This is an optimization exercise on Yosys and OpenROAD, whose aim is small area, not a production implementation. No functional check of the RTL was part of any run shown here. No activity file was given, so power comes from the tool's default toggle rates.

==> flow/design.v <==
`timescale 10 ps / 1ps
`timescale 1ps / 1ps
`timescale 10 ps / 1ps
module WROM64 ( WI ,WR ,ADDR );
	parameter nw=15;	
	input [5:0] ADDR ;
	wire [5:0] ADDR ;
	output [nw-1:0] WI ;
	wire [nw-1:0] WI ;
	output [nw-1:0] WR ;
	wire [nw-1:0] WR ;
	parameter signed  [15:0] c0 = 16'h7fff;  
	parameter signed  [15:0] s0 = 16'h0000;   
	parameter signed  [15:0] c1 = 16'h7f62;   
	parameter signed  [15:0] s1 = 16'h0c8c;   
	parameter signed  [15:0] c2 = 16'h7d8a;   
	parameter signed  [15:0] s2 = 16'h18f9 ;   
	parameter signed  [15:0] c3 = 16'h7a7d;   
	parameter signed  [15:0] s3 = 16'h2528;   
	parameter signed  [15:0] c4 = 16'h7642;   
	parameter signed  [15:0] s4 = 16'h30fc;   
	parameter signed  [15:0] c5 = 16'h70e3;   
	parameter signed  [15:0] s5 = 16'h3c57;   
	parameter signed  [15:0] c6 = 16'h6a6e;   
	parameter signed  [15:0] s6 = 16'h471d ;   
	parameter signed  [15:0] c7 = 16'h62f2;   
	parameter signed  [15:0] s7 = 16'h5134;   
	parameter signed  [15:0] c8 = 16'h5a82;   
	parameter[31:0] w0= {c0,-s0};   
	parameter[31:0] w1= {c1,-s1};
	parameter[31:0] w2= {c2,-s2};
	parameter[31:0] w3= {c3,-s3};
	parameter[31:0] w4= {c4,-s4};
	parameter[31:0] w5= {c5,-s5};
	parameter[31:0] w6= {c6,-s6};
	parameter[31:0] w7= {c7,-s7};
	parameter[31:0] w8= {c8,-c8};
	parameter[31:0] w9= {s7,-c7};
	parameter[31:0] w10= {s6,-c6};
	parameter[31:0] w12= {s4,-c4};
	parameter[31:0] w14= {s2,-c2};
	parameter[31:0] w15= {s1,-c1};
	parameter[31:0] w16= {s0,-c0};
	parameter[31:0] w18= {-s2, -c2};
	parameter[31:0] w20= {-s4, -c4};
	parameter[31:0] w21= {-s5, -c5};
	parameter[31:0] w24= {-c8, -c8};
	parameter[31:0] w25= {-c7, -s7};
	parameter[31:0] w28= {-c4, -s4};
	parameter[31:0] w30= {-c2, -s2};
	parameter[31:0] w35= {-c3, s3};
	parameter[31:0] w36= {-c4, s4};
	parameter[31:0] w42= {-s6, c6};
	parameter[31:0] w49= {s1, c1};
	reg [31:0] wf [0:63] ;	 
	integer	i;
	always@(ADDR) begin
			for( i =0; i<8; i=i+1) 	 wf[i] =w0;					
			for( i =8; i<63; i=i+8)  wf[i] =w0;					
			wf[9] =w1 ; wf[10] =w2 ;    wf[11] =w3 ;wf[12] =w4 ;
			wf[13] =w5 ;wf[14] =w6 ;   wf[15] =w7 ;
			wf[17] =w2 ;wf[18] =w4 ;   wf[19] =w6 ;wf[20] =w8 ;
			wf[21] =w10 ;wf[22] =w12 ;wf[23] =w14;
			wf[25] =w3 ;wf[26] =w6 ;   wf[27] =w9 ;wf[28] =w12 ;
			wf[29] =w15 ;wf[30] =w18 ;wf[31] =w21;
			wf[33] =w4 ;wf[34] =w8 ;	wf[35] =w12 ;wf[36] =w16 ;
			wf[37] =w20 ;wf[38] =w24 ;wf[39] =w28;
			wf[41] =w5 ;wf[42] =w10 ;	wf[43] =w15 ;wf[44] =w20 ;
			wf[45] =w25 ;wf[46] =w30 ;wf[47] =w35;
			wf[49] =w6 ;wf[50] =w12 ;	wf[51] =w18 ;wf[52] =w24 ;
			wf[53] =w30 ;wf[54] =w36 ;wf[55] =w42;
			wf[57] =w7 ;wf[58] =w14 ;	wf[59] =w21 ;wf[60] =w28 ;
			wf[61] =w35 ;wf[62] =w42 ;wf[63] =w49;
		end
	parameter[31:0] wi0= {c0,s0};   
	parameter[31:0] wi1= {c1,s1};
	parameter[31:0] wi2= {c2,s2};
	parameter[31:0] wi3= {c3,s3};
	parameter[31:0] wi4= {c4,s4};
	parameter[31:0] wi5= {c5,s5};
	parameter[31:0] wi6= {c6,s6};
	parameter[31:0] wi7= {c7,s7};
	parameter[31:0] wi8= {c8,c8};
	parameter[31:0] wi9= {s7,c7};
	parameter[31:0] wi10= {s6,c6};
	parameter[31:0] wi12= {s4,c4};
	parameter[31:0] wi14= {s2,c2};
	parameter[31:0] wi15= {s1,c1};
	parameter[31:0] wi16= {s0,c0};
	parameter[31:0] wi18= {-s2, c2};
	parameter[31:0] wi20= {-s4, c4};
	parameter[31:0] wi21= {-s5, c5};
	parameter[31:0] wi24= {-c8, c8};
	parameter[31:0] wi25= {-c7, s7};
	parameter[31:0] wi28= {-c4, s4};
	parameter[31:0] wi30= {-c2, s2};
	parameter[31:0] wi35= {-c3, -s3};
	parameter[31:0] wi36= {-c4, -s4};
	parameter[31:0] wi42= {-s6, -c6};
	parameter[31:0] wi49= {s1, -c1};		 
	reg [31:0] wb [0:63] ;	 
	always@(ADDR) begin
			for( i =0; i<8; i=i+1) 	 wb[i] =wi0;					
			for( i =8; i<63; i=i+8)  wb[i] =wi0;					
			wb[9] =wi1 ; wb[10] =wi2 ;    wb[11] =wi3 ;wb[12] =wi4 ;
			wb[13] =wi5 ;wb[14] =wi6 ;   wb[15] =wi7 ;
			wb[17] =wi2 ;wb[18] =wi4 ;   wb[19] =wi6 ;wb[20] =wi8 ;
			wb[21] =wi10 ;wb[22] =wi12 ;wb[23] =wi14;
			wb[25] =wi3 ;wb[26] =wi6 ;   wb[27] =wi9 ;wb[28] =wi12 ;
			wb[29] =wi15 ;wb[30] =wi18 ;wb[31] =wi21;
			wb[33] =wi4 ;wb[34] =wi8 ;	wb[35] =wi12 ;wb[36] =wi16 ;
			wb[37] =wi20 ;wb[38] =wi24 ;wb[39] =wi28;
			wb[41] =wi5 ;wb[42] =wi10 ;	wb[43] =wi15 ;wb[44] =wi20 ;
			wb[45] =wi25 ;wb[46] =wi30 ;wb[47] =wi35;
			wb[49] =wi6 ;wb[50] =wi12 ;	wb[51] =wi18 ;wb[52] =wi24 ;
			wb[53] =wi30 ;wb[54] =wi36 ;wb[55] =wi42;
			wb[57] =wi7 ;wb[58] =wi14 ;	wb[59] =wi21 ;wb[60] =wi28 ;
			wb[61] =wi35 ;wb[62] =wi42 ;wb[63] =wi49;
		end	  
	wire[31:0] reim;		
	assign reim = wb[ADDR];
	assign WR =reim[31:32-nw];
	assign WI=reim[15 :16-nw];
endmodule
`timescale 1 ns / 1 ps
`timescale 10 ps / 1ps
module BUFRAM64C1 ( CLK ,RST ,ED ,START ,DR ,DI ,RDY ,DOR ,DOI );
	parameter nb=13;
	parameter PAD = 13;	 
	output RDY ;
	reg RDY ;
	output [nb-1:0] DOR ;
	wire [nb-1:0] DOR ;
	output [nb-1:0] DOI ;
	wire [nb-1:0] DOI ;
	input CLK ;
	wire CLK ;
	input RST ;
	wire RST ;
	input ED ;
	wire ED ;
	input START ;
	wire START ;
	input [nb-1:0] DR ;
	wire [nb-1:0] DR ;
	input [nb-1:0] DI ;
	wire [nb-1:0] DI ;
	reg [5:0] addr;
	reg [7:0] ct2;		 
	always @(posedge CLK)	 
		begin
			if (RST) begin
					addr<=6'b000000;
					ct2<= 7'b1000001;  
				RDY<=1'b0; end
			else if (START) begin 
					addr<=6'b000000;
					ct2<= 6'b000000;  
				RDY<=1'b0;end
			else if (ED)	begin
					RDY<=1'b0;
					addr<=addr+1; 
					if (ct2!=65) 
					ct2<=ct2+1;
					if (ct2==64) 
					RDY<=1'b1;
				end 
		end
	localparam W = 2*nb;
	reg [W-1:0] pad [0:PAD-1];
	reg [W-1:0] dla [0:27];
	reg [W-1:0] dlb [0:13];
	reg [W-1:0] dlc [0:6];
	reg [W-1:0] ra, rb, rc;
	wire [5:0] ia = addr - 13;
	wire [5:0] ib = addr - (13+29);
	wire [5:0] ic = addr - (13+29+15);
	wire sa = ia[5] & ~ia[2];
	wire sb = ib[4] & ~ib[1];
	wire sc = ic[3] & ~ic[0];
	wire [W-1:0] xa = pad[PAD-1];
	wire [W-1:0] oa = sa ? xa : dla[27];
	wire [W-1:0] na = sa ? dla[27] : xa;
	wire [W-1:0] ob = sb ? ra : dlb[13];
	wire [W-1:0] nb_ = sb ? dlb[13] : ra;
	wire [W-1:0] oc = sc ? rb : dlc[6];
	wire [W-1:0] nc = sc ? dlc[6] : rb;
	integer k;
	always @(posedge CLK) begin
			if (ED) begin
					pad[0] <= {DR,DI};
					for (k=1; k<PAD; k=k+1) pad[k] <= pad[k-1];
					dla[0] <= na;
					for (k=1; k<28; k=k+1) dla[k] <= dla[k-1];
					ra <= oa;
					dlb[0] <= nb_;
					for (k=1; k<14; k=k+1) dlb[k] <= dlb[k-1];
					rb <= ob;
					dlc[0] <= nc;
					for (k=1; k<7; k=k+1) dlc[k] <= dlc[k-1];
					rc <= oc;
				end
		end
	assign	DOR=rc[W-1:nb];
	assign	DOI=rc[nb-1:0];
endmodule
`timescale 1ps / 1ps  
`timescale 10 ps / 1ps
module FFT8 ( DOR ,DII ,RST ,ED ,CLK ,DOI ,START ,DIR ,RDY );
	parameter nb=13;	
	input ED ;
	wire ED ;
	input RST ;
	wire RST ;
	input CLK ;
	wire CLK ;
	input [nb-1:0] DII ;
	wire [nb-1:0] DII ;
	input START ;
	wire START ;
	input [nb-1:0] DIR ;
	wire [nb-1:0] DIR ;
	output [nb+2:0] DOI ;
	wire [nb+2:0] DOI ;
	output [nb+2:0] DOR ;
	wire [nb+2:0] DOR ;
	output RDY ;
	reg RDY ;		   
	reg [2:0] ct;  
	reg [3:0] ctd;  
	always @(   posedge CLK) begin	 
			if (RST)	begin
					ct<=0; 
					ctd<=15; 
				RDY<=0;  end
			else if (START)	  begin
					ct<=0; 
					ctd<=0;	
				RDY<=0;   end
			else if (ED) begin	
					RDY<=0; 
					ct<=ct+1;	
					if (ctd !=4'b1111)
						ctd<=ctd+1;		
					if (ctd==12 ) 
						RDY<=1;
				end 
		end	   
	localparam W = nb+3;
	function [W-1:0] radd;
		input [W-1:0] x, y;
		input c0;
		reg c;
		integer i;
		begin
			c = c0;
			for (i=0; i<W; i=i+1) begin
					radd[i] = x[i] ^ y[i] ^ c;
					c = (x[i] & y[i]) | (c & (x[i] ^ y[i]));
				end
		end
	endfunction
	reg [2*nb-1:0] dl [0:7];
	integer k;
	always @(posedge CLK)
		if (ED) begin
				dl[0] <= {DIR, DII};
				for (k=1; k<8; k=k+1) dl[k] <= dl[k-1];
			end
	wire signed [nb-1:0] inr = dl[3][2*nb-1:nb], ini = dl[3][nb-1:0];
	wire signed [nb-1:0] xr = dl[7][2*nb-1:nb],  xi = dl[7][nb-1:0];
	wire signed [W-1:0] sr = radd(xr, inr, 1'b0), si = radd(xi, ini, 1'b0);
	wire signed [W-1:0] qr = radd(xr, ~inr, 1'b1), qi = radd(xi, ~ini, 1'b1);
	reg signed [W-1:0] ar, ai, br, bi, m3r, m3i, m2r, m2i, ur, ui;
	reg signed [W-1:0] d35r, d35i, v1r, v1i, v2r, v2i, zr, zi;
	reg signed [nb:0] t4r, t4i;
	reg signed [W-1:0] or_, oi;
	wire signed [nb+1:0] mir = (ct==4) ? v2r[nb+1:0] : v1r[nb+1:0];
	wire signed [nb+1:0] mii = (ct==4) ? v2i[nb+1:0] : v1i[nb+1:0];
	wire signed [nb+1:0] mvr, mvi;
	MPU707 #(nb) UMR( .DI(mir), .DO(mvr));
	MPU707 #(nb) UMI( .DI(mii), .DO(mvi));
	wire signed [W-1:0] wr = radd(ur, v1r, 1'b0), wi = radd(ui, v1i, 1'b0);
	always @(posedge CLK) 
		if (ED) 
			case (ct)
				0: begin
						ar <= sr; ai <= si;								 
						m3r <= qr; m3i <= qi;							 
						or_ <= radd(v2r, ~ui, 1'b1); oi <= radd(v2i, ur, 1'b0);	 
						v2r <= radd(v2r, ui, 1'b0); v2i <= radd(v2i, ~ur, 1'b1);	 
					end
				1: begin
						br <= sr; bi <= si;								 
						t4r <= qr; t4i <= qi;							 
						or_ <= br; oi <= bi;							 
					end
				2: begin
						ar <= radd(ar, sr, 1'b0); ai <= radd(ai, si, 1'b0);		 
						m2r <= radd(ar, ~sr, 1'b1); m2i <= radd(ai, ~si, 1'b1);	 
						ur <= qr; ui <= qi;								 
						or_ <= v2r; oi <= v2i;							 
					end
				3: begin
						br <= radd(br, sr, 1'b0); bi <= radd(bi, si, 1'b0);		 
						d35r <= radd(br, ~sr, 1'b1); d35i <= radd(bi, ~si, 1'b1);
						v1r <= radd(t4r, qr, 1'b0); v1i <= radd(t4i, qi, 1'b0);
						v2r <= radd(t4r, ~qr, 1'b1); v2i <= radd(t4i, ~qi, 1'b1);
						or_ <= d35r; oi <= d35i;						 
					end
				4: begin
						v2r <= mvr; v2i <= mvi;							 
						or_ <= zr; oi <= zi;							 
					end
				5: begin
						or_ <= radd(ar, br, 1'b0); oi <= radd(ai, bi, 1'b0);		 
						br <= radd(ar, ~br, 1'b1); bi <= radd(ai, ~bi, 1'b1);	 
						v1r <= mvr; v1i <= mvi;							 
						m3r <= radd(m3r, v2r, 1'b0); m3i <= radd(m3i, v2i, 1'b0);	 
						v2r <= radd(m3r, ~v2r, 1'b1); v2i <= radd(m3i, ~v2i, 1'b1);	 
					end
				6: begin
						or_ <= radd(m3r, wi, 1'b0); oi <= radd(m3i, ~wr, 1'b1);	 
						zr <= radd(m3r, ~wi, 1'b1); zi <= radd(m3i, wr, 1'b0);	 
						ur <= radd(ur, ~v1r, 1'b1); ui <= radd(ui, ~v1i, 1'b1);	 
					end
				7: begin
						or_ <= radd(m2r, d35i, 1'b0); oi <= radd(m2i, ~d35r, 1'b1);	 
						d35r <= radd(m2r, ~d35i, 1'b1); d35i <= radd(m2i, d35r, 1'b0);	 
					end
			endcase
	assign	DOR=or_;
	assign	DOI=oi;
endmodule
`timescale 10 ps / 1ps
module MPU707 ( DO ,DI );
parameter nb=13; 
	input [nb+1:0] DI ;
	wire signed [nb+1:0] DI ;
	output [nb+1:0] DO ;
	wire [nb+1:0] DO ;	 
	wire signed [nb+5 :0] dx5 = DI+(DI <<2);	  
	wire signed	[nb+2 : 0] dt = DI;		   
	wire signed [nb+6 : 0]  dx5p; 
	wire  signed  [nb+6 : 0] dot;	
	assign   dot=	(dx5p+(dt>>>4)+(dx5>>>12));	    
	assign	dx5p=(dx5<<1)+(dx5>>>2);		 
	assign	DO=dot >>>4;	
endmodule
`timescale 1 ns / 1 ps		 
`timescale 10 ps / 1ps
module CNORM ( CLK ,ED ,START ,DR ,DI ,SHIFT ,OVF ,RDY ,DOR ,DOI );
	parameter nb=13;	
	output OVF ;
	reg OVF ;
	output RDY ;
	reg RDY ;
	output [nb+1:0] DOR ;
	wire [nb+1:0] DOR ;
	output [nb+1:0] DOI ;
	wire [nb+1:0] DOI ;
	input CLK ;
	wire CLK ;
	input ED ;
	wire ED ;
	input START ;
	wire START ;
	input [nb+2:0] DR ;
	wire [nb+2:0] DR ;
	input [nb+2:0] DI ;
	wire [nb+2:0] DI ;
	input [1:0] SHIFT ;
	wire [1:0] SHIFT ;
wire[nb+2:0]	 diri,diii;
assign diri = DR << SHIFT;
assign diii = DI << SHIFT;	 
reg [nb+2:0]	dir,dii;
    always @( posedge CLK )    begin
			if (ED)	  begin
					dir<=diri[nb+2:1];
     				dii<=diii[nb+2:1];
		end 
	end  
 always @( posedge CLK ) 	begin
		  	if (ED)	  begin
				RDY<=START;
				if (START) 
					OVF<=0;
				else   
					case (SHIFT) 
					2'b01 : OVF<= (DR[nb+2] != DR[nb+1]) || (DI[nb+2] != DI[nb+1]);
					2'b10 : OVF<= (DR[nb+2] != DR[nb+1]) || (DI[nb+2] != DI[nb+1]) ||
						(DR[nb+2] != DR[nb]) || (DI[nb+2] != DI[nb]);
					2'b11 : OVF<= (DR[nb+2] != DR[nb+1]) || (DI[nb+2] != DI[nb+1])||
						(DR[nb+2] != DR[nb]) || (DI[nb+2] != DI[nb]) ||
						(DR[nb+2] != DR[nb+1]) || (DI[nb-1] != DI[nb-1]);
					endcase						
				end
			end 
	assign DOR= dir;
	assign DOI= dii;
endmodule
`timescale 1ps / 1ps
`timescale 10 ps / 1ps
module ROTATOR64 (CLK ,RST,ED,START, DR,DI, DOR, DOI,RDY  );
	parameter nb=13;	
	parameter nw=15;	
	input RST ;
	wire RST ;
	input CLK ;
	wire CLK ;
	input ED ;  
	input [nb+1:0] DI;   
	wire [nb+1:0]  DI ;
	input [nb+1:0]  DR ;  
	input START ;		    
	wire START ;
	output [nb+1:0]  DOI ;  
	wire [nb+1:0]  DOI ;
	output [nb+1:0]  DOR ;  
	wire [nb+1:0]  DOR ;
	output RDY ;	    
	reg RDY ;		 
	reg [5:0] addrw;
	reg sd1,sd2;
	always	@( posedge CLK)	   
		begin
			if (RST) begin
					addrw<=0;
					sd1<=0;
					sd2<=0;
					RDY<=1'b0;
				end
			else if (START && ED)  begin
					addrw[5:0]<=0;
					sd1<=START;
					sd2<=0;		 
				end
			else if (ED) 	  begin
					addrw<=addrw+1; 
					sd1<=START;
					sd2<=sd1;
					RDY<=sd2;	 
				end
		end			  
	wire [5:0] addrn = (RST || START) ? 6'd0 : addrw + 1;
	wire signed [nw-1:0] wrn,win;
	WROM64 UROM( .ADDR(addrn),	.WR(wrn),.WI(win) );	
	reg signed [nw-1:0] wrd,wid;  
	always	@( posedge CLK)
		if (RST || ED) begin
				wrd <= wrn;
				wid <= win;
			end
	localparam PW = nb+5;            
	localparam FW = nw+nb+2;         
	localparam HW = nb+3;            
	function [6*FW-1:0] brows;
		input signed [nb+1:0] x;
		input signed [nb+3:0] x3;
		input signed [nw-1:0] w;
		reg [nw:0] we;
		reg [FW-1:0] nk;
		reg [PW-1:0] pp, m1, m2, m3, m4;
		reg neg, s1, s2, s3, s4;
		reg [3:0] g;
		integer i;
		begin
			we = {w, 1'b0};
			m1 = {{3{x[nb+1]}}, x};
			m2 = {{2{x[nb+1]}}, x, 1'b0};
			m3 = {x3[nb+3], x3};
			m4 = {x[nb+1], x, 2'b00};
			nk = 0;
			for (i=0; i<nw/3; i=i+1) begin
				g = we[3*i+3 -: 4];
				neg = g[3];
				s1 = (g==4'b0001)||(g==4'b0010)||(g==4'b1101)||(g==4'b1110);
				s2 = (g==4'b0011)||(g==4'b0100)||(g==4'b1011)||(g==4'b1100);
				s3 = (g==4'b0101)||(g==4'b0110)||(g==4'b1001)||(g==4'b1010);
				s4 = (g==4'b0111)||(g==4'b1000);
				pp = ({PW{s1}} & m1) | ({PW{s2}} & m2) | ({PW{s3}} & m3) | ({PW{s4}} & m4);
				pp = pp ^ {PW{neg}};
				brows[i*FW +: FW] = {{(FW-PW){1'b0}}, ~pp[PW-1], pp[PW-2:0]} << (3*i);
				nk = nk | (neg << (3*i));
			end
			for (i=0; i<nw/3; i=i+1) 
				nk = nk - ({{(FW-1){1'b0}},1'b1} << (3*i+PW-1));
			brows[5*FW +: FW] = nk;
		end
	endfunction
	function [2*FW-1:0] csa;
		input [FW-1:0] a, b, c;
		begin
			csa[FW-1:0] = a ^ b ^ c;
			csa[2*FW-1:FW] = ((a & b) | (a & c) | (b & c)) << 1;
		end
	endfunction
	function [2*FW-1:0] bmul8;
		input signed [nb+1:0] x;
		input signed [nb+3:0] x3;
		input signed [nw-1:0] w;
		reg [6*FW-1:0] r;
		reg [2*FW-1:0] l1a, l1b, l2, l3;
		begin
			r = brows(x, x3, w);
			l1a = csa(r[0 +: FW], r[FW +: FW], r[2*FW +: FW]);
			l1b = csa(r[3*FW +: FW], r[4*FW +: FW], r[5*FW +: FW]);
			l2 = csa(l1a[0 +: FW], l1a[FW +: FW], l1b[0 +: FW]);
			l3 = csa(l2[0 +: FW], l2[FW +: FW], l1b[FW +: FW]);
			bmul8 = l3;
		end
	endfunction
	wire signed [nb+1:0] drs = DR, dis = DI;
	wire signed [nb+3:0] dr3 = drs + (drs <<< 1);
	wire signed [nb+3:0] di3 = dis + (dis <<< 1);
	wire [2*FW-1:0] prr = bmul8(drs, dr3, wrd);		 
	wire [2*FW-1:0] pii = bmul8(dis, di3, wid);		 
	wire [2*FW-1:0] pri = bmul8(drs, dr3, wid);		 
	wire [2*FW-1:0] pir = bmul8(dis, di3, wrd);		 
	wire [nw-1:0] lrr = prr[0 +: nw-1] + prr[FW +: nw-1];
	wire [nw-1:0] lii = pii[0 +: nw-1] + pii[FW +: nw-1];
	wire [nw-1:0] lri = pri[0 +: nw-1] + pri[FW +: nw-1];
	wire [nw-1:0] lir = pir[0 +: nw-1] + pir[FW +: nw-1];
	wire [HW-1:0] hrr_s = prr[nw-1 +: HW], hrr_c = prr[FW+nw-1 +: HW];
	wire [HW-1:0] hii_s = pii[nw-1 +: HW], hii_c = pii[FW+nw-1 +: HW];
	wire [HW-1:0] hri_s = pri[nw-1 +: HW], hri_c = pri[FW+nw-1 +: HW];
	wire [HW-1:0] hir_s = pir[nw-1 +: HW], hir_c = pir[FW+nw-1 +: HW];
	wire [HW-1:0] ra = hrr_s ^ hrr_c ^ ~hii_s;
	wire [HW-1:0] rb = {((hrr_s & hrr_c) | (hrr_s & ~hii_s) | (hrr_c & ~hii_s)), lrr[nw-1]};
	wire [HW-1:0] rc = ra ^ rb ^ ~hii_c;
	wire [HW-1:0] rd = {((ra & rb) | (ra & ~hii_c) | (rb & ~hii_c)), ~lii[nw-1]};
	wire [HW:0] rsum = {rc, 1'b1} + {rd, 1'b1};
	wire [nb+2:0] dwr = rsum[HW:1];
	wire [HW-1:0] ia = hri_s ^ hri_c ^ hir_s;
	wire [HW-1:0] ib = {((hri_s & hri_c) | (hri_s & hir_s) | (hri_c & hir_s)), lri[nw-1]};
	wire [HW-1:0] ic = ia ^ ib ^ hir_c;
	wire [HW-1:0] id = {((ia & ib) | (ia & hir_c) | (ib & hir_c)), lir[nw-1]};
	wire [nb+2:0] dwi = ic + id;
	assign DOR=dwr[nb+2:1];       
	assign DOI=dwi[nb+2 :1];
endmodule
`timescale 1 ns / 1 ps
`timescale 10 ps / 1ps
module USFFT64_2B ( CLK ,RST ,ED ,START ,SHIFT ,DR ,DI ,RDY ,OVF1 ,OVF2 ,ADDR ,DOR ,DOI );
	parameter nb=13;		  	 		 
	output RDY ;   			 
	wire RDY ;
	output OVF1 ;			 
	wire OVF1 ;
	output OVF2 ;			 
	wire OVF2 ;
	output [5:0] ADDR ;	 
	wire [5:0] ADDR ;
	output [nb+2:0] DOR ; 
	wire [nb+2:0] DOR ;	  
	output [nb+2:0] DOI ; 
	wire [nb+2:0] DOI ;
	input CLK ;        			 
	wire CLK ;
	input RST ;				 
	wire RST ;
	input ED ;					 
	wire ED ;
	input START ;  			 
	wire START ;			 	 
	input [3:0] SHIFT ;		 
	wire [3:0] SHIFT ;	   	 
	input [nb-1:0] DR ;		 
	wire [nb-1:0] DR ;	     
	input [nb-1:0] DI ;		 
	wire [nb-1:0] DI ;
	wire [nb-1:0] dr1,di1;
	wire [nb+1:0] dr3,di3,dr4,di4, dr5,di5 ;
	wire [nb+2:0] dr2,di2;
	wire [nb+4:0] dr6,di6; 	
	wire [nb+2:0] dr7,di7,dr8,di8;   
	wire rdy1,rdy2,rdy3,rdy4,rdy5,rdy6,rdy7,rdy8;			 
	reg [5:0] addri ;
	BUFRAM64C1 #(nb) U_BUF1(.CLK(CLK), .RST(RST), .ED(ED),	.START(START),
	.DR(DR),	.DI(DI),			.RDY(rdy1),	.DOR(dr1), .DOI(di1));	   
	FFT8 #(nb) U_FFT1(.CLK(CLK), .RST(RST), .ED(ED),
		.START(rdy1),.DIR(dr1),.DII(di1),
		.RDY(rdy2),	.DOR(dr2),.	DOI(di2));	
	wire	[1:0] shiftl=	 SHIFT[1:0]; 
	CNORM #(nb) U_NORM1( .CLK(CLK),	.ED(ED),   
		.START(rdy2),	 
		.DR(dr2),	.DI(di2),
		.SHIFT(shiftl),  
		.OVF(OVF1),
		.RDY(rdy3),
		.DOR(dr3),.DOI(di3));	
	ROTATOR64 U_MPU (.CLK(CLK),.RST(RST),.ED(ED),
		.START(rdy3),. DR(dr3),.DI(di3),
		.RDY(rdy4), .DOR(dr4),	.DOI(di4));
	BUFRAM64C1 #(.nb(nb+2), .PAD(16)) U_BUF2(.CLK(CLK),.RST(RST),.ED(ED),	 
		.START(rdy4),. DR(dr4),.DI(di4),
		.RDY(rdy5), .DOR(dr5),	.DOI(di5));	 
	FFT8 #(nb+2) U_FFT2(.CLK(CLK), .RST(RST), .ED(ED),
		.START(rdy5),. DIR(dr5),.DII(di5),
		.RDY(rdy6), .DOR(dr6),	.DOI(di6));
	wire	[1:0] shifth=	 SHIFT[3:2]; 
	CNORM #(nb+2) U_NORM2 ( .CLK(CLK),	.ED(ED),
		.START(rdy6),	 
		.DR(dr6),	.DI(di6),
		.SHIFT(shifth),  
		.OVF(OVF2),
		.RDY(rdy7),
		.DOR(dr7),	.DOI(di7));
		BUFRAM64C1  #(nb+3) 	Ubuf3(.CLK(CLK),.RST(RST),.ED(ED),	 
		.START(rdy7),. DR(dr7),.DI(di7),
		.RDY(rdy8), .DOR(dr8),	.DOI(di8));	 	
	always @(posedge CLK)	begin	 
			if (RST)
				addri<=6'b000000;
			else if (rdy8==1 )  
				addri<=6'b000000;
			else if (ED)
				addri<=addri+1; 
		end
		assign ADDR=  addri ;
	assign	DOR=dr8;
	assign	DOI=di8;
	assign	RDY=rdy8;	
endmodule
==> flow/run.sh <==
#!/bin/bash
# synth_recipe.tcl (not shown) runs the flow's synth.tcl, then flattens the netlist and writes it again
# the make line also repeats each setting of config.mk as NAME=value (left out here)
make -C /OpenROAD-flow-scripts/flow DESIGN_CONFIG=/design/flow/config.mk WORK_HOME=/design/flow/orfs CLKGATE_MAP_FILE= SYNTH_SCRIPT=/design/flow/synth_recipe.tcl finish
==> flow/config.mk <==
export PLATFORM = sky130hd
export DESIGN_NAME = USFFT64_2B
export DESIGN_NICKNAME = USFFT64_2B
export VERILOG_FILES = /design/flow/design.v
export SDC_FILE = /design/flow/constraint.sdc
export NUM_CORES = 4
export LEC_CHECK = 0
export CAP_MARGIN = 20
export CORE_MARGIN = 2
export CORE_UTILIZATION = 45
export CTS_BUF_LIST = sky130_fd_sc_hd__clkbuf_4
export PLACE_DENSITY = 0.55
export SLEW_MARGIN = 20
==> flow/constraint.sdc <==
create_clock -name core_clock -period 10.0 [get_ports {CLK}]
set_input_delay 2.0000 -clock core_clock [delete_from_list [all_inputs] [get_ports {CLK}]]
set_output_delay 2.0000 -clock core_clock [all_outputs]
set_load 0.01 [all_outputs]
==> run_summary.xml, run 1 <==
<?xml version="1.0" encoding="UTF-8"?>
<metrics>
  <group name="grt">
    <metric name="vias_in_the_first_global_route" unit="">150873</metric>
    <metric name="groute.usage.overall" unit="%">19.1</metric>
    <metric name="grt_antenna_before_repair" unit="">25</metric>
    <metric name="overflow_after_grt" unit="">0</metric>
    <metric name="grt_start_max_net_pins" unit="">201</metric>
    <metric name="grt_first_pass_wirelength" unit="um">956000</metric>
  </group>
  <group name="route">
    <metric name="post_drt_wl_per_cell" unit="um">22.3</metric>
    <metric name="drt_first_pass_iters" unit="">13</metric>
    <metric name="vias_per_cell" unit="">5.16</metric>
    <metric name="detail_route.iter0.violations" unit="">13937</metric>
    <metric name="detail_route.wirelength" unit="um">634000</metric>
    <metric name="drtAntennaViolNets" unit="">0</metric>
    <metric name="remaining_drc_errors" unit="">0</metric>
    <metric name="vias" unit="">146645</metric>
  </group>
  <group name="sta">
    <metric name="report.final.hold_viol_count" unit="">0</metric>
    <metric name="rsz0062_at_grt" unit="">no</metric>
    <metric name="slew_headroom" unit="%">18.9</metric>
    <metric name="fin_skew" unit="ps">202</metric>
    <metric name="timing.final.max_slew_violations" unit="">0</metric>
    <metric name="final_critical_period" unit="ps">9500</metric>
    <metric name="worstMarginPinSlew" unit="ps">1210</metric>
    <metric name="fin_tns_setup" unit="ps">0</metric>
    <metric name="setup-violations-final" unit="">0</metric>
    <metric name="fmaxAchievable" unit="MHz">105</metric>
    <metric name="post-route-period-util" unit="%">95.0</metric>
  </group>
  <group name="worst_setup_path">
    <metric name="worst_r2r_path_depth" unit="">26</metric>
    <metric name="crit-reg2reg-capture" unit="">U_FFT2.oi[17]</metric>
    <metric name="worstReg2RegStart" unit="">U_FFT2.ur[0]</metric>
    <metric name="timing.reg2reg.setup_slack" unit="ps">500</metric>
    <metric name="critPathSlowestCell" unit="">fa_1</metric>
    <metric name="worstSetupStartpointType" unit="">register</metric>
    <metric name="cell_seen_most_often_among_critical_path_stages" unit="">fa_1</metric>
    <metric name="worstPathRequired" unit="ps">11470</metric>
    <metric name="worst-path-max-fanout" unit="">4</metric>
    <metric name="cp_data_arrival_time" unit="ps">10980</metric>
    <metric name="worst_setup_path_end_kind" unit="">register</metric>
    <metric name="worst_setup_path_startpoint" unit="">U_FFT2.ur[0]</metric>
    <metric name="critPathMaxStageDelay" unit="ps">600</metric>
    <metric name="worst-setup-path-type" unit="">register to register</metric>
    <metric name="critPathCapture" unit="">U_FFT2.oi[17]</metric>
  </group>
  <group name="synthesis">
    <metric name="post-synth-top-area-cell" unit="">edfxtp_1</metric>
    <metric name="post-synth-top-area-fraction" unit="%">71.8</metric>
    <metric name="synth_commonest_cells" unit="">edfxtp_1, inv_1, fa_1</metric>
    <metric name="postSynthCellCount" unit="">16854</metric>
    <metric name="syn-num-nets" unit="">18959</metric>
    <metric name="synth.cell_area" unit="um^2">297000</metric>
    <metric name="synth.distinct_cells" unit="">104</metric>
    <metric name="ys.flop_type" unit="">edfxtp_1</metric>
    <metric name="synth_enable_flop_cells" unit="">7094</metric>
    <metric name="yosys_register_bits" unit="">7170</metric>
    <metric name="synth.most_common_cell" unit="">edfxtp_1</metric>
    <metric name="async_flop_share" unit="%">0</metric>
    <metric name="synthesis.area_per_instance" unit="um^2">17.6</metric>
    <metric name="seq_area_frac_synth" unit="%">72.3</metric>
    <metric name="ys.warnings.count" unit="">28</metric>
    <metric name="biggest_area_contributors_in_the_synthesized_netlist" unit="">edfxtp_1, fa_1, ha_1</metric>
  </group>
  <group name="clocking">
    <metric name="clock_tree.htree_level_count" unit="">7</metric>
    <metric name="clk_path_buf_depth" unit="">5</metric>
    <metric name="cts_root_buffer" unit="">clkbuf_4</metric>
    <metric name="cts_num_sinks" unit="">7170</metric>
    <metric name="cts.hold.buffers_added" unit="">0</metric>
    <metric name="clk_latency" unit="ps">1800</metric>
    <metric name="tritoncts" unit="">done</metric>
    <metric name="worst_setup_hold_path_clk_slew" unit="ps">70</metric>
    <metric name="postCtsSetupRepairBufs" unit="">0</metric>
    <metric name="cts-resized-gates" unit="">0</metric>
    <metric name="numCtsBuffers" unit="">1828</metric>
  </group>
  <group name="placement">
    <metric name="numPlacedInstances" unit="">25346</metric>
    <metric name="port-buffer-count" unit="">74</metric>
    <metric name="dp.final_hpwl" unit="um">410000</metric>
    <metric name="globalplace.congestion" unit="">0.907</metric>
  </group>
  <group name="floorplan">
    <metric name="design.core.area" unit="um^2">658000</metric>
    <metric name="placement_rows" unit="">298</metric>
    <metric name="pin_count" unit="">75</metric>
    <metric name="area_of_the_die" unit="um^2">666000</metric>
    <metric name="die_width" unit="um">816</metric>
    <metric name="chipHeight" unit="um">816</metric>
    <metric name="initial_core_util" unit="%">45.1</metric>
  </group>
  <group name="status">
    <metric name="outcome" unit="">complete, no violations</metric>
  </group>
  <group name="layout">
    <metric name="design.final.nets" unit="">20583</metric>
    <metric name="finish.cell_count_without_fillers" unit="">28443</metric>
    <metric name="drive_above_1_share" unit="%">18.7</metric>
    <metric name="area_growth_syn_to_layout" unit="%">11.7</metric>
  </group>
  <group name="power">
    <metric name="p_leak" unit="nW">122</metric>
    <metric name="ir_drop" unit="uV">661</metric>
    <metric name="power_density" unit="nW/um^2">276</metric>
  </group>
  <group name="worst_hold_path">
    <metric name="holdPathStages" unit="">0</metric>
    <metric name="kind_of_path_behind_the_tightest_hold_check" unit="">register to register</metric>
  </group>
  <group name="flow_run">
    <metric name="drv_cap" unit="">0</metric>
  </group>
</metrics>
state kept, by name, summed over array words and instances (netlist names), 208 cells and up:
name / flops
Ubuf3.pad: 416
U_FFT2.dl: 240
U_BUF2.dlb: 420
U_BUF1.pad: 338
U_BUF2.dlc: 210
Ubuf3.dla: 896
U_FFT1.dl: 208
U_BUF2.pad: 480
Ubuf3.dlb: 448
U_BUF1.dlb: 364
U_BUF1.dla: 728
Ubuf3.dlc: 224
U_BUF2.dla: 840
cells in the final DEF (no fill, tap or decap), drive strengths merged, types with 41 or more instances in the layout:
| cell | netlist | layout |
|---|---|---|
| mux4 | 52 | 52 |
| xnor2 | 386 | 386 |
| clkbuf | 521 | 2637 |
| nor2b | 56 | 56 |
| o21ai | 547 | 547 |
| clkinv | 4 | 389 |
| edfxtp | 7094 | 7094 |
| o221ai | 47 | 47 |
| inv | 1590 | 1604 |
| a21oi | 363 | 363 |
| mux2 | 394 | 394 |
| nor2 | 360 | 360 |
| dfxtp | 76 | 76 |
| buf | 113 | 360 |
| a21o | 67 | 67 |
| mux2i | 206 | 206 |
| nand2 | 1254 | 1254 |
| a211oi | 66 | 66 |
| nor3 | 81 | 81 |
| xor2 | 243 | 243 |
| nand3 | 148 | 148 |
| fa | 1556 | 1556 |
| ha | 515 | 515 |
| a222oi | 289 | 289 |
| o21bai | 41 | 41 |
| clkdlybuf4s50 | 0 | 68 |
| o211ai | 126 | 126 |
area by class of cell:
| cell class | instances | area [um^2] |
|---|---|---|
| antenna | 35 | 87.6 |
| clock buffer | 2637 | 19800 |
| clock inverter | 423 | 2150 |
| fill | 55121 | 326000 |
| inverter | 1594 | 5980 |
| multi-input combinational | 7456 | 74000 |
| sequential | 7170 | 215000 |
| tap | 8700 | 10900 |
| timing repair buffer | 428 | 3740 |
how the worst min path moves through the flow:
stage | from | to | slack [ps]
after global placement | U_BUF1.dlb[9][7] | U_BUF1.dlb[10][7] | 400
after global routing | U_BUF1.dlb[2][15] | U_BUF1.dlb[3][15] | 230
after detailed placement | U_BUF1.dla[10][13] | U_BUF1.dla[11][13] | 400
after CTS | U_BUF1.dlb[2][15] | U_BUF1.dlb[3][15] | 220
final | U_BUF1.dlb[2][15] | U_BUF1.dlb[3][15] | 260
after floorplan | U_BUF1.dla[9][0] | U_BUF1.dla[10][0] | 400
worst max-delay path: cells and delay by family, from the launching register on:
family	cells	cell delay [ps]
adder cells (fa/ha/maj)	18	8040
flip-flops	1	410
buffers and inverters	4	280
AO/OA/AOI/OAI	2	260
XOR/XNOR	1	160
AND/OR/NAND/NOR	1	60
stage by stage:
stage / total power, mW / util, % / setup slack (ps) / cell area [um^2] / hold WS [ps]
floorplan: 56.5 / - / 1040 / 297000 / 400
global placement: 68.2 / 47.0 / 549 / 309000 / 400
detailed placement: 68.4 / 47.0 / 462 / 309000 / 405
CTS: 92.9 / 50.3 / 465 / 331000 / 223
global route: 97.3 / 50.4 / 36.3 / 331000 / 225
finish: 91.3 / 50.4 / 496 / 331000 / 262
power breakdown:
part / switching [mW] / internal, mW / leakage [nW]
Sequential: 1.23 / 36.6 / 69.7
Combinational: 18.5 / 11.0 / 39.4
Clock: 11.4 / 12.4 / 13.2
Total: 31.2 / 60.1 / 122
cell families (layout without fill, tap and decap cells):
family | after synthesis | count (layout) | share of synthesized area (%)
AO/OA/AOI/OAI | 1943 | 1943 | 4.53
XOR/XNOR | 630 | 630 | 1.87
AND/OR/NAND/NOR | 2160 | 2160 | 3.16
adder cells (fa/ha/maj) | 2071 | 2071 | 12.7
other | 0 | 35 | 0
buffers and inverters | 2228 | 5082 | 2.83
multiplexers | 652 | 652 | 2.59
flip-flops | 7170 | 7170 | 72.3
metal layers:
| metal | up-vias | part of all wire (%) | GRT usage, % |
|---|---|---|---|
| met5 | - | 0.011 | 0 |
| met4 | 10 | 3.5 | 7.85 |
| met3 | 1271 | 6.2 | 4.51 |
| met2 | 4792 | 47 | 29.4 |
| met1 | 74400 | 44 | 26.5 |
| li1 | 66172 | - | - |
==> run 2, diff against run 1 <==
--- a/flow/design.v
+++ b/flow/design.v
@@ -272,6 +272,7 @@
 	wire signed [W-1:0] sr = radd(xr, inr, 1'b0), si = radd(xi, ini, 1'b0);
 	wire signed [W-1:0] qr = radd(xr, ~inr, 1'b1), qi = radd(xi, ~ini, 1'b1);
-	reg signed [W-1:0] ar, ai, br, bi, m3r, m3i, m2r, m2i, ur, ui;
-	reg signed [W-1:0] d35r, d35i, v1r, v1i, v2r, v2i, zr, zi;
+	reg signed [nb+1:0] ar, ai, m2r, m2i, v1r, v1i;
+	reg signed [W-1:0] br, bi, m3r, m3i, ur, ui;
+	reg signed [W-1:0] d35r, d35i, v2r, v2i, zr, zi;
 	reg signed [nb:0] t4r, t4i;
 	reg signed [W-1:0] or_, oi;
--- a/flow/config.mk
+++ b/flow/config.mk
@@ -9,5 +9,7 @@
 export CORE_MARGIN = 2
 export CORE_UTILIZATION = 45
-export CTS_BUF_LIST = sky130_fd_sc_hd__clkbuf_4
+export CTS_BUF_LIST = sky130_fd_sc_hd__clkbuf_16
+export CTS_CLUSTER_DIAMETER = 60
+export CTS_CLUSTER_SIZE = 30
 export PLACE_DENSITY = 0.55
 export SLEW_MARGIN = 20
==> run 2 against run 1 <==
Compared with the run above:
- combinational power shrank about 10%
- die area shrank 0.30%
- sequential power decreased by 1%
- power is 4.8% lower
- sequential share of layout area rose by 0.73 points
- worst hold slack better by 110 ps
- flip-flop and latch count decreased by 12
- largest power group unchanged
==> run_summary.xml, run 2 <==
<?xml version="1.0" encoding="UTF-8"?>
<metrics>
  <group name="clocking">
    <metric name="clock_tree.htree_level_count" unit="">6</metric>
    <metric name="cts.hold.buffers_added" unit="">0</metric>
    <metric name="postCtsSetupRepairBufs" unit="">0</metric>
    <metric name="clk_latency" unit="ps">1110</metric>
    <metric name="worst_setup_hold_path_clk_slew" unit="ps">100</metric>
    <metric name="cts-resized-gates" unit="">0</metric>
    <metric name="clk_path_buf_depth" unit="">4</metric>
    <metric name="numCtsBuffers" unit="">521</metric>
    <metric name="cts_root_buffer" unit="">clkbuf_16</metric>
    <metric name="cts_num_sinks" unit="">7158</metric>
    <metric name="tritoncts" unit="">done</metric>
  </group>
  <group name="worst_setup_path">
    <metric name="worst_setup_path_startpoint" unit="">U_NORM1.dii[1]</metric>
    <metric name="cell_seen_most_often_among_critical_path_stages" unit="">fa_1</metric>
    <metric name="worst-path-max-fanout" unit="">12</metric>
    <metric name="cp_data_arrival_time" unit="ps">10410</metric>
    <metric name="worst_r2r_path_depth" unit="">34</metric>
    <metric name="worstSetupStartpointType" unit="">register</metric>
    <metric name="timing.reg2reg.setup_slack" unit="ps">460</metric>
    <metric name="worst-setup-path-type" unit="">register to register</metric>
    <metric name="worst_setup_path_end_kind" unit="">register</metric>
    <metric name="worstPathRequired" unit="ps">10870</metric>
    <metric name="critPathSlowestCell" unit="">fa_1</metric>
    <metric name="worstReg2RegStart" unit="">U_NORM1.dii[1]</metric>
    <metric name="critPathCapture" unit="">U_BUF2.pad[0][28]</metric>
    <metric name="crit-reg2reg-capture" unit="">U_BUF2.pad[0][28]</metric>
    <metric name="critPathMaxStageDelay" unit="ps">570</metric>
  </group>
  <group name="route">
    <metric name="drt_first_pass_iters" unit="">14</metric>
    <metric name="remaining_drc_errors" unit="">0</metric>
    <metric name="vias_per_cell" unit="">5.25</metric>
    <metric name="post_drt_wl_per_cell" unit="um">23.1</metric>
    <metric name="detail_route.iter0.violations" unit="">14749</metric>
    <metric name="detail_route.wirelength" unit="um">609000</metric>
    <metric name="vias" unit="">138267</metric>
    <metric name="drtAntennaViolNets" unit="">0</metric>
  </group>
  <group name="layout">
    <metric name="largestRegisters" unit="">Ubuf3.dla x896, U_BUF2.dla x840, U_BUF1.dla x728</metric>
    <metric name="nFillCells" unit="">53927</metric>
    <metric name="finish.cell_count_without_fillers" unit="">26313</metric>
    <metric name="largest_register_ff_count" unit="">896</metric>
    <metric name="area_growth_syn_to_layout" unit="%">10.6</metric>
    <metric name="largest-register" unit="">Ubuf3.dla</metric>
    <metric name="post-route-cell-area" unit="um^2">327000</metric>
    <metric name="design.final.nets" unit="">19284</metric>
    <metric name="final_common_cell" unit="">edfxtp_1</metric>
    <metric name="drive_above_1_share" unit="%">10.8</metric>
    <metric name="most_frequent_cells_in_the_layout" unit="">edfxtp_1, fa_1, inv_1</metric>
  </group>
  <group name="sta">
    <metric name="fin_tns_setup" unit="ps">0</metric>
    <metric name="rsz0062_at_grt" unit="">no</metric>
    <metric name="setup-violations-final" unit="">0</metric>
    <metric name="worstMarginPinSlew" unit="ps">1200</metric>
    <metric name="final_critical_period" unit="ps">9540</metric>
    <metric name="report.final.hold_viol_count" unit="">0</metric>
    <metric name="fmaxAchievable" unit="MHz">105</metric>
    <metric name="fin_skew" unit="ps">55.8</metric>
    <metric name="post-route-period-util" unit="%">95.4</metric>
    <metric name="slew_headroom" unit="%">19.4</metric>
    <metric name="timing.final.max_slew_violations" unit="">0</metric>
  </group>
  <group name="synthesis">
    <metric name="synth_enable_flop_cells" unit="">7082</metric>
    <metric name="seq_area_frac_synth" unit="%">72.4</metric>
    <metric name="biggest_area_contributors_in_the_synthesized_netlist" unit="">edfxtp_1, fa_1, ha_1</metric>
    <metric name="post-synth-top-area-cell" unit="">edfxtp_1</metric>
    <metric name="synth.distinct_cells" unit="">106</metric>
    <metric name="syn-num-nets" unit="">18946</metric>
    <metric name="synth_commonest_cells" unit="">edfxtp_1, fa_1, inv_1</metric>
    <metric name="synthesis.area_per_instance" unit="um^2">17.5</metric>
    <metric name="postSynthCellCount" unit="">16855</metric>
    <metric name="post-synth-top-area-fraction" unit="%">71.9</metric>
    <metric name="yosys_register_bits" unit="">7158</metric>
    <metric name="async_flop_share" unit="%">0</metric>
    <metric name="ys.warnings.count" unit="">28</metric>
    <metric name="synth.most_common_cell" unit="">edfxtp_1</metric>
    <metric name="synth.cell_area" unit="um^2">296000</metric>
    <metric name="ys.flop_type" unit="">edfxtp_1</metric>
  </group>
  <group name="placement">
    <metric name="dp.final_hpwl" unit="um">403000</metric>
    <metric name="port-buffer-count" unit="">74</metric>
    <metric name="numPlacedInstances" unit="">25341</metric>
    <metric name="placement.cell_area" unit="um^2">308000</metric>
    <metric name="globalplace.congestion" unit="">0.899</metric>
  </group>
  <group name="power">
    <metric name="fin_total_pwr" unit="mW">86.9</metric>
    <metric name="ir_drop" unit="uV">846</metric>
    <metric name="power_density" unit="nW/um^2">266</metric>
    <metric name="p_leak" unit="nW">117</metric>
  </group>
  <group name="floorplan">
    <metric name="initial_core_util" unit="%">45.2</metric>
    <metric name="design.core.area" unit="um^2">654000</metric>
    <metric name="chipHeight" unit="um">815</metric>
    <metric name="area_of_the_die" unit="um^2">664000</metric>
    <metric name="die_width" unit="um">815</metric>
    <metric name="placement_rows" unit="">297</metric>
    <metric name="pin_count" unit="">75</metric>
  </group>
  <group name="grt">
    <metric name="grt_antenna_before_repair" unit="">32</metric>
    <metric name="grt_first_pass_wirelength" unit="um">916000</metric>
    <metric name="groute.usage.overall" unit="%">18.2</metric>
    <metric name="grt_start_max_net_pins" unit="">203</metric>
    <metric name="overflow_after_grt" unit="">0</metric>
    <metric name="vias_in_the_first_global_route" unit="">140736</metric>
  </group>
  <group name="flow_run">
    <metric name="drv_cap" unit="">0</metric>
  </group>
  <group name="worst_hold_path">
    <metric name="min-delay-start" unit="">U_FFT1.dl[4][16]</metric>
    <metric name="kind_of_path_behind_the_tightest_hold_check" unit="">register to register</metric>
  </group>
  <group name="status">
    <metric name="outcome" unit="">complete, no violations</metric>
  </group>
</metrics>
[run 2: cell families after synthesis]
group	synth area share (%)
AND/OR/NAND/NOR	3.23
buffers and inverters	2.72
flip-flops	72.4
AO/OA/AOI/OAI	4.80
multiplexers	2.34
adder cells (fa/ha/maj)	12.6
XOR/XNOR	1.87
[run 2: where the power goes]
group	leakage [nW]	switching, mW	internal [mW]
Clock	8.99	11.6	11.1
Combinational	38.6	16.9	9.75
Sequential	69.6	1.13	36.3
Total	117	29.7	57.2
[run 2: layout make-up]
cell class	count	area (um^2)	area share, %
tap	8671	10800	3.32
multi-input combinational	7564	73800	22.6
clock buffer	536	13400	4.10
timing repair buffer	441	3800	1.16
clock inverter	419	5200	1.59
antenna	17	42.5	0.0130
sequential	7158	214000	65.5
inverter	1507	5660	1.73
[run 2: worst min path at each step]
stage                             end  slack [ps]  cells past startpoint
floorplan           U_BUF1.dla[10][0]         400                      0
global placement      Ubuf3.dla[6][9]         400                      0
detailed placement  U_BUF1.dla[11][1]         400                      0
CTS                  U_FFT1.dl[5][16]         360                      0
global route         U_FFT1.dl[5][16]         370                      0
finish               U_FFT1.dl[5][16]         370                      0
[run 2: routing by layer]
metal | track usage [%] | wire length [um] | part of all wire [%] | vias to the layer above
li1 | - | - | - | 62467
met5 | 0.0575 | 82 | 0.013 | -
met3 | 2.75 | 32000 | 5.3 | 1376
met2 | 28.7 | 282000 | 46 | 3683
met4 | 8.62 | 34700 | 5.7 | 8
met1 | 25.0 | 260000 | 43 | 70733
[run 2: metrics by stage]
step	utilization, %	hold slack (ps)	setup slack, ps
floorplan	-	400	978
global placement	47.1	400	514
detailed placement	47.1	405	529
CTS	50.0	358	515
global route	50.0	366	8.43
finish	50.0	372	462
[run 2: critical path, delay by kind of cell (launching register included)]
family                   cells  cell delay, ps
AO/OA/AOI/OAI               17            4010
buffers and inverters        3             360
flip-flops                   1             440
XOR/XNOR                     2             250
AND/OR/NAND/NOR              4             420
adder cells (fa/ha/maj)      8            3840
==> run 3, diff against run 2 <==
--- a/flow/config.mk
+++ b/flow/config.mk
@@ -9,7 +9,7 @@
 export CORE_MARGIN = 2
 export CORE_UTILIZATION = 45
-export CTS_BUF_LIST = sky130_fd_sc_hd__clkbuf_16
-export CTS_CLUSTER_DIAMETER = 60
-export CTS_CLUSTER_SIZE = 30
+export CTS_BUF_LIST = sky130_fd_sc_hd__clkbuf_8
+export CTS_CLUSTER_DIAMETER = 45
+export CTS_CLUSTER_SIZE = 16
 export PLACE_DENSITY = 0.55
 export SLEW_MARGIN = 20
==> run 3 against run 2 <==
Compared with the run above:
- core utilization decreased by 0.097 points
- maximum frequency is 0.84% lower
- non-clock buffer count unchanged
- power down 1.2%
- via count grew 1.3%
- clock skew increased by 37 ps
- combinational power about the same
- cell count is 1.8% higher
- register-to-register slack got worse by 80 ps
- critical path type unchanged
==> run_summary.xml, run 3 <==
<?xml version="1.0" encoding="UTF-8"?>
<metrics>
  <group name="status">
    <metric name="outcome" unit="">complete, no violations</metric>
  </group>
  <group name="route">
    <metric name="drtAntennaViolNets" unit="">0</metric>
    <metric name="vias" unit="">140100</metric>
    <metric name="detail_route.iter0.violations" unit="">14772</metric>
    <metric name="drt_first_pass_iters" unit="">13</metric>
    <metric name="remaining_drc_errors" unit="">0</metric>
    <metric name="post_drt_wl_per_cell" unit="um">22.9</metric>
    <metric name="detail_route.wirelength" unit="um">614000</metric>
    <metric name="vias_per_cell" unit="">5.23</metric>
  </group>
  <group name="worst_hold_path">
    <metric name="kind_of_path_behind_the_tightest_hold_check" unit="">register to register</metric>
    <metric name="min-delay-start" unit="">U_FFT1.dl[6][4]</metric>
  </group>
  <group name="synthesis">
    <metric name="post-synth-top-area-fraction" unit="%">71.9</metric>
    <metric name="yosys_register_bits" unit="">7158</metric>
    <metric name="synth.most_common_cell" unit="">edfxtp_1</metric>
    <metric name="postSynthCellCount" unit="">16855</metric>
    <metric name="synth.distinct_cells" unit="">106</metric>
    <metric name="synth.cell_area" unit="um^2">296000</metric>
    <metric name="synth_commonest_cells" unit="">edfxtp_1, fa_1, inv_1</metric>
    <metric name="ys.flop_type" unit="">edfxtp_1</metric>
    <metric name="synth_enable_flop_cells" unit="">7082</metric>
    <metric name="post-synth-top-area-cell" unit="">edfxtp_1</metric>
    <metric name="seq_area_frac_synth" unit="%">72.4</metric>
    <metric name="synthesis.area_per_instance" unit="um^2">17.5</metric>
    <metric name="ys.warnings.count" unit="">28</metric>
    <metric name="biggest_area_contributors_in_the_synthesized_netlist" unit="">edfxtp_1, fa_1, ha_1</metric>
    <metric name="async_flop_share" unit="%">0</metric>
    <metric name="syn-num-nets" unit="">18946</metric>
  </group>
  <group name="worst_setup_path">
    <metric name="cell_seen_most_often_among_critical_path_stages" unit="">fa_1</metric>
    <metric name="critPathMaxStageDelay" unit="ps">570</metric>
    <metric name="cp_data_arrival_time" unit="ps">10690</metric>
    <metric name="critPathSlowestCell" unit="">fa_1</metric>
    <metric name="critical-path-top-delay-family" unit="">compound AO/OA/AOI/OAI gates</metric>
    <metric name="worst_setup_path_startpoint" unit="">U_NORM1.dii[1]</metric>
    <metric name="worstPathRequired" unit="ps">11070</metric>
    <metric name="worst_setup_path_end_kind" unit="">register</metric>
    <metric name="worst-path-max-fanout" unit="">12</metric>
    <metric name="worstSetupStartpointType" unit="">register</metric>
    <metric name="worst-setup-path-type" unit="">register to register</metric>
    <metric name="worstReg2RegStart" unit="">U_NORM1.dii[1]</metric>
    <metric name="critical_path_buf_inv_count" unit="">3</metric>
  </group>
  <group name="power">
    <metric name="ir_drop" unit="uV">854</metric>
    <metric name="p_leak" unit="nW">117</metric>
    <metric name="power_density" unit="nW/um^2">263</metric>
  </group>
  <group name="layout">
    <metric name="sequential_cell_area" unit="um^2">214000</metric>
    <metric name="area_growth_syn_to_layout" unit="%">10.4</metric>
    <metric name="design.final.nets" unit="">19538</metric>
    <metric name="most_frequent_cells_in_the_layout" unit="">edfxtp_1, inv_1, fa_1</metric>
    <metric name="nFillCells" unit="">54368</metric>
    <metric name="largest_register_ff_count" unit="">896</metric>
    <metric name="largest-register" unit="">Ubuf3.dla</metric>
    <metric name="final_common_cell" unit="">edfxtp_1</metric>
    <metric name="multi_input_comb_area" unit="um^2">73900</metric>
    <metric name="drive_above_1_share" unit="%">12.7</metric>
    <metric name="largestRegisters" unit="">Ubuf3.dla x896, U_BUF2.dla x840, U_BUF1.dla x728</metric>
  </group>
  <group name="sta">
    <metric name="fin_skew" unit="ps">93.2</metric>
    <metric name="report.final.hold_viol_count" unit="">0</metric>
    <metric name="fin_tns_setup" unit="ps">0</metric>
    <metric name="worstMarginPinSlew" unit="ps">1210</metric>
    <metric name="finalHoldWorstSlack" unit="ps">373</metric>
    <metric name="slew_headroom" unit="%">18.8</metric>
    <metric name="timing.final.max_slew_violations" unit="">0</metric>
    <metric name="final_critical_period" unit="ps">9620</metric>
    <metric name="rsz0062_at_grt" unit="">no</metric>
    <metric name="post-route-period-util" unit="%">96.2</metric>
    <metric name="fmaxAchievable" unit="MHz">104</metric>
    <metric name="setup_ws" unit="ps">381</metric>
    <metric name="setup-violations-final" unit="">0</metric>
  </group>
  <group name="clocking">
    <metric name="postCtsSetupRepairBufs" unit="">0</metric>
    <metric name="tritoncts" unit="">done</metric>
    <metric name="cts-resized-gates" unit="">0</metric>
    <metric name="clk_path_buf_depth" unit="">4</metric>
    <metric name="cts.hold.buffers_added" unit="">0</metric>
    <metric name="cts_num_sinks" unit="">7158</metric>
    <metric name="clk_latency" unit="ps">1360</metric>
    <metric name="worst_setup_hold_path_clk_slew" unit="ps">80</metric>
    <metric name="clock_tree.htree_level_count" unit="">6</metric>
    <metric name="cts_root_buffer" unit="">clkbuf_8</metric>
    <metric name="numCtsBuffers" unit="">775</metric>
  </group>
  <group name="grt">
    <metric name="vias_in_the_first_global_route" unit="">143782</metric>
    <metric name="grt_start_max_net_pins" unit="">203</metric>
    <metric name="overflow_after_grt" unit="">0</metric>
    <metric name="grt_first_pass_wirelength" unit="um">926000</metric>
    <metric name="grt_antenna_before_repair" unit="">33</metric>
    <metric name="groute.usage.overall" unit="%">18.4</metric>
  </group>
  <group name="floorplan">
    <metric name="design.core.area" unit="um^2">654000</metric>
    <metric name="chipHeight" unit="um">815</metric>
    <metric name="placement_rows" unit="">297</metric>
    <metric name="area_of_the_die" unit="um^2">664000</metric>
    <metric name="pin_count" unit="">75</metric>
    <metric name="die_width" unit="um">815</metric>
    <metric name="initial_core_util" unit="%">45.2</metric>
  </group>
  <group name="placement">
    <metric name="globalplace.congestion" unit="">0.899</metric>
    <metric name="port-buffer-count" unit="">74</metric>
    <metric name="dp.final_hpwl" unit="um">403000</metric>
    <metric name="dpl_worst_slack" unit="ps">529</metric>
  </group>
  <group name="flow_run">
    <metric name="drv_cap" unit="">0</metric>
  </group>
</metrics>
==> run 3: cell count changes in the layout (fill, tap and decap cells not counted), moves of 28 or more <==
cell / before / now
bufinv_16: 23 / 82
clkbuf_16: 536 / 0
clkbuf_8: 0 / 787
clkinv_2: 40 / 73
clkinv_4: 20 / 63
inv_1: 1515 / 1557
inv_6: 65 / 109
inv_8: 46 / 74
==> run 3: final timing paths <==
| path | endpoint | slack, ps | cells after the start |
|---|---|---|---|
| setup reg to reg | U_BUF2.pad[0][28] | 380 | 34 |
| hold / removal | U_FFT1.dl[7][4] | 370 | 0 |
| setup / recovery | U_BUF2.pad[0][28] | 380 | 34 |
| hold reg to reg | U_FFT1.dl[7][4] | 370 | 0 |
==> run 3: routing by layer <==
| layer | GRT usage [%] | up-vias | part of all wire (%) |
|---|---|---|---|
| met5 | 0.0575 | - | 0.023 |
| met4 | 9.28 | 16 | 5.9 |
| met3 | 3.15 | 1542 | 5.7 |
| met2 | 28.8 | 3978 | 46 |
| met1 | 25.0 | 71523 | 42 |
| li1 | - | 63041 | - |
==> run 3: report_power, final <==
| part | switching [mW] | total, mW | internal (mW) |
|---|---|---|---|
| combinational | 16.8 | 26.6 | 9.75 |
| sequential | 1.13 | 37.4 | 36.3 |
| clock | 11.6 | 21.8 | 10.1 |
==> run 3: area by class of cell <==
class,instances,area share (%)
antenna,17,0.0130
clock inverter,644,2.19
sequential,7158,65.6
clock buffer,787,3.32
multi-input combinational,7564,22.6
tap,8671,3.32
timing repair buffer,441,1.16
inverter,1507,1.73
==> run 3: worst register-to-register path, delay by kind of cell (launching register included) <==
kind	cells	cell delay, ps
buffers and inverters	3	350
DFF	1	450
and+or+nand+nor	4	430
AOI/OAI and AO/OA	17	4040
xor gates and xnor gates	2	250
adders and majority gates	8	3850
==> run 3: cells by family (layout without fill, tap and decap cells) <==
family	Yosys count	count (layout)	synth area share, %
flops	7158	7158	72.4
simple gates	2226	2226	3.23
buf+inv	2133	3379	2.72
compound gates	2076	2076	4.80
fa+ha+maj	2057	2057	12.6
xor+xnor	627	627	1.87
mux	578	578	2.34
other cells	0	17	0
==> run 3: stage by stage <==
stage / instances / util, % / power [mW] / instance area, um^2
6_report: 26789 / 49.9 / 85.8 / 326000
5_1_grt: 26777 / 49.9 / 91.0 / 326000
4_1_cts: 26772 / 49.9 / 86.8 / 326000
3_5_place_dp: 25341 / 47.1 / 64.6 / 308000
3_3_place_gp: 25341 / 47.1 / 64.3 / 308000
2_1_floorplan: 16855 / - / 54.1 / 296000

==> separate check: timing with driven ports <==
In the flow no input, the clock included, has a driving cell. The finished layouts below were timed again as built, in two steps. Step 1 sets driving cells, clkbuf_16 on the clock port and buf_2 on the other inputs (assumed; they add their load-dependent delay and slew). Step 2 moves the port delays by t, midway between the first and last clock arrival at a register: inputs arrive t later, outputs are due t later. That takes back most of the time a late clock gives input paths. Three values: no drivers, after step 1, after step 2; two values: the first two.
| run | t, ns | slack for setup (ns) | worst data-port slew with drivers (ns) |
|---|---|---|---|
| run 1 | 1.869 | 0.496 / 0.496 / 0.496 | 0.28 |
| run 2 | 1.228 | 0.462 / 0.462 / 0.462 | 0.23 |
| run 3 | 1.462 | 0.381 / 0.381 / 0.381 | 0.24 |
After both steps every run listed still meets setup and hold.
